Background: an optimization exercise with open tools, aiming at small area, a short achievable clock period and few clock cycles. Do not read the settings as production practice. The RTL was checked by simulation tests, not by an equivalence proof against the original design.

Design FPTrig, start of the top module:
module FPTrig(
    input clock,
    input reset,
    input start,
    input [1:0] func,
    input [31:0] a_in,
    output reg [31:0] result,
    output reg done
    );
Size in the first run: ~5,800 cells after synthesis, ~120 flip-flops, ~70 I/O pins, about 38,000 µm² of cells after synthesis.
==> flow/config.mk <==
export PLATFORM = sky130hd
export DESIGN_NAME = FPTrig
export DESIGN_NICKNAME = FPTrig
export VERILOG_FILES = /design/flow/design.v
export SDC_FILE = /design/flow/constraint.sdc
export NUM_CORES = 4
export LEC_CHECK = 0
export ABC_AREA = 1
export CAP_MARGIN = 20
export CORE_MARGIN = 2
export CORE_UTILIZATION = 30
export PLACE_DENSITY = 0.75
export SLEW_MARGIN = 20
export TNS_END_PERCENT = 30
==> flow/constraint.sdc <==
create_clock -name core_clock -period 20.0 [get_ports {clock}]
set_input_delay 4.0000 -clock core_clock [delete_from_list [all_inputs] [get_ports {clock}]]
set_output_delay 4.0000 -clock core_clock [all_outputs]
set_load 0.01 [all_outputs]
standard.sh (not shown) runs the stock make flow with config.mk's settings and CLKGATE_MAP_FILE= SYNTH_SCRIPT=/design/flow/synth_recipe.tcl, a recipe that flattens the netlist after the stock synthesis.
==> flow/flow/run.sh <==
#!/bin/bash
# The standard layout (the standard.sh, standard synthesis included) with
# a larger setup margin for the resizer's timing repair, so that it keeps
# shortening paths below the 20 ns clock. Full make output goes to flow.log.
set -euo pipefail
bash standard.sh SETUP_SLACK_MARGIN=9 finish > flow.log 2>&1
Testbench counts at the start, summed over its fixed seeds: cycles 47,984.
Edit:
--- a/flow/config.mk
+++ b/flow/config.mk
@@ -12 +11,0 @@
-export PLACE_DENSITY = 0.75
Outcome: Global-route usage went up by 2.3 points; cell count is about the same; routed wire length went up by 6.8%.
Edit:
--- a/flow/flow/run.sh
+++ b/flow/flow/run.sh
@@ -6 +6 @@
-bash standard.sh SETUP_SLACK_MARGIN=9 finish > flow.log 2>&1
+bash standard.sh SETUP_SLACK_MARGIN=11 finish > flow.log 2>&1
--- a/flow/config.mk
+++ b/flow/config.mk
@@ -13 +12,0 @@
-export TNS_END_PERCENT = 30
Cell area increases by 3.3%.
Setup slack gets worse by 110 ps.
Synthesized area does not change.
Sequential cell count is unchanged.
Wire length decreases by 1.2%.
Edit:
--- a/flow/config.mk
+++ b/flow/config.mk
@@ -11 +11 @@
-export CORE_UTILIZATION = 30
+export CORE_UTILIZATION = 40
=> The new run finished with timing, DRC and antenna clean. Routed wire length came out lower by 0.36%. Count of clock-buffer cells in the layout came out lower by 10.
Edit:
--- a/flow/config.mk
+++ b/flow/config.mk
@@ -11 +11 @@
-export CORE_UTILIZATION = 40
+export CORE_UTILIZATION = 30
@@ -12,0 +13 @@
+export TNS_END_PERCENT = 30
After rerunning: Hold slack barely changes. Non-clock buffer count fell by 59. Worst setup slack improved by 130 ps. Wire length is higher slightly. Count of clock-buffer cells in the layout is lower by 1. Utilization goes down by 12 points.
Edit:
--- a/flow/flow/run.sh
+++ b/flow/flow/run.sh
@@ -6 +6 @@
-bash standard.sh SETUP_SLACK_MARGIN=11 finish > flow.log 2>&1
+bash standard.sh SETUP_SLACK_MARGIN=8 finish > flow.log 2>&1
After rerunning:
- routed wire length shrinks by 2.2%
- register-to-register slack got worse by 580 ps
- design area shrinks by 7.4%
- setup slack got worse by 580 ps
- non-clock buffer count shrinks by 160

## red
Starting RTL as in the previous note.
==> flow/config.mk <==
export PLATFORM = sky130hd
export DESIGN_NAME = FPTrig
export DESIGN_NICKNAME = FPTrig
export VERILOG_FILES = /design/flow/design.v
export SDC_FILE = /design/flow/constraint.sdc
export NUM_CORES = 4
export LEC_CHECK = 0
export ABC_AREA = 1
export CAP_MARGIN = 20
export CORE_MARGIN = 2
export CORE_UTILIZATION = 30
export SLEW_MARGIN = 20
export TNS_END_PERCENT = 30
==> flow/constraint.sdc <==
create_clock -name core_clock -period 20.0 [get_ports {clock}]
set_input_delay 4.0000 -clock core_clock [delete_from_list [all_inputs] [get_ports {clock}]]
set_output_delay 4.0000 -clock core_clock [all_outputs]
set_load 0.01 [all_outputs]
==> flow/flow/run.sh <==
#!/bin/bash
# The standard layout (the standard.sh, standard synthesis included) with
# a larger setup margin for the resizer's timing repair, so that it keeps
# shortening paths below the 20 ns clock. Full make output goes to flow.log.
set -euo pipefail
bash standard.sh SETUP_SLACK_MARGIN=7 finish > flow.log 2>&1
Testbench counts of red, summed over its fixed seeds: cycles 47,984.
The inputs of blue differ from those of red as listed below.
# red
export LEC_CHECK = 0
export ABC_AREA = 1
export CAP_MARGIN = 20
export CORE_MARGIN = 2
export CORE_UTILIZATION = 30
export SLEW_MARGIN = 20
export TNS_END_PERCENT = 30
create_clock -name core_clock -period 20.0 [get_ports {clock}]
# blue
export LEC_CHECK = 0
export ABC_AREA = 1
export CAP_MARGIN = 20
export CORE_MARGIN = 2
export CORE_UTILIZATION = 30
export PLACE_DENSITY = 0.75
export SLEW_MARGIN = 20
export TNS_END_PERCENT = 30
create_clock -name core_clock -period 20.0 [get_ports {clock}]
diff --git a/flow/flow/run.sh b/flow/flow/run.sh
--- a/flow/flow/run.sh
+++ b/flow/flow/run.sh
@@ -6 +6 @@
-bash standard.sh SETUP_SLACK_MARGIN=7 finish > flow.log 2>&1
+bash standard.sh SETUP_SLACK_MARGIN=11 finish > flow.log 2>&1
## What came out
Summary: with red as the reference, first-iteration DRC count in blue moved up by more than 10%.
Summary: with red as the reference, critical path depth in blue moved down slightly.
The lower worst-case hold slack came out of red.
Note that the sum of met2 wire segment lengths after detailed routing recorded for red amounts to 1.06 times the value seen in blue.

[what the ideal ports hide]
How much do the figures lean on ideal ports? The routed layouts below were timed once more, with nothing changed but the port constraints.
Step 1 (the two cells are an assumption about what drives the block):
set clk [get_ports {clock}]
set_driving_cell -lib_cell sky130_fd_sc_hd__clkbuf_16 $clk
set_driving_cell -lib_cell sky130_fd_sc_hd__buf_2 [delete_from_list [all_inputs] $clk]
Step 2, shift: input delay + t, output delay - t, t = (earliest + latest rising clock arrival at the registers) / 2. This alone moves slack from input paths to output paths.
Three values: no drivers, after step 1, after step 2; two values: the first two.
| run | t (ns) | slack for setup (ns) | clock arrival spread, ns | pins driven straight from the clock port |
|---|---|---|---|---|
| the first run of note 1 | 0.474 | 8.811 / 8.811 / 8.811 | 0.017 / 0.018 | 1 |
| the second run of note 1 | 0.481 | 9.004 / 9.004 / 9.004 | 0.015 / 0.014 | 1 |
| the third run of note 1 | 0.480 | 8.893 / 8.893 / 8.893 | 0.012 / 0.012 | 1 |
| the fourth run of note 1 | 0.495 | 8.896 / 8.896 / 8.896 | 0.021 / 0.020 | 1 |
| the fifth run of note 1 | 0.479 | 9.026 / 9.026 / 9.026 | 0.016 / 0.016 | 1 |
| the sixth run of note 1 | 0.490 | 8.442 / 8.442 / 8.442 | 0.010 / 0.010 | 1 |
| red | 0.496 | 7.712 / 7.712 / 7.712 | 0.012 / 0.013 | 1 |
| blue | 0.482 | 8.742 / 8.742 / 8.742 | 0.019 / 0.018 | 1 |
After both steps setup and hold are still met in every run listed.
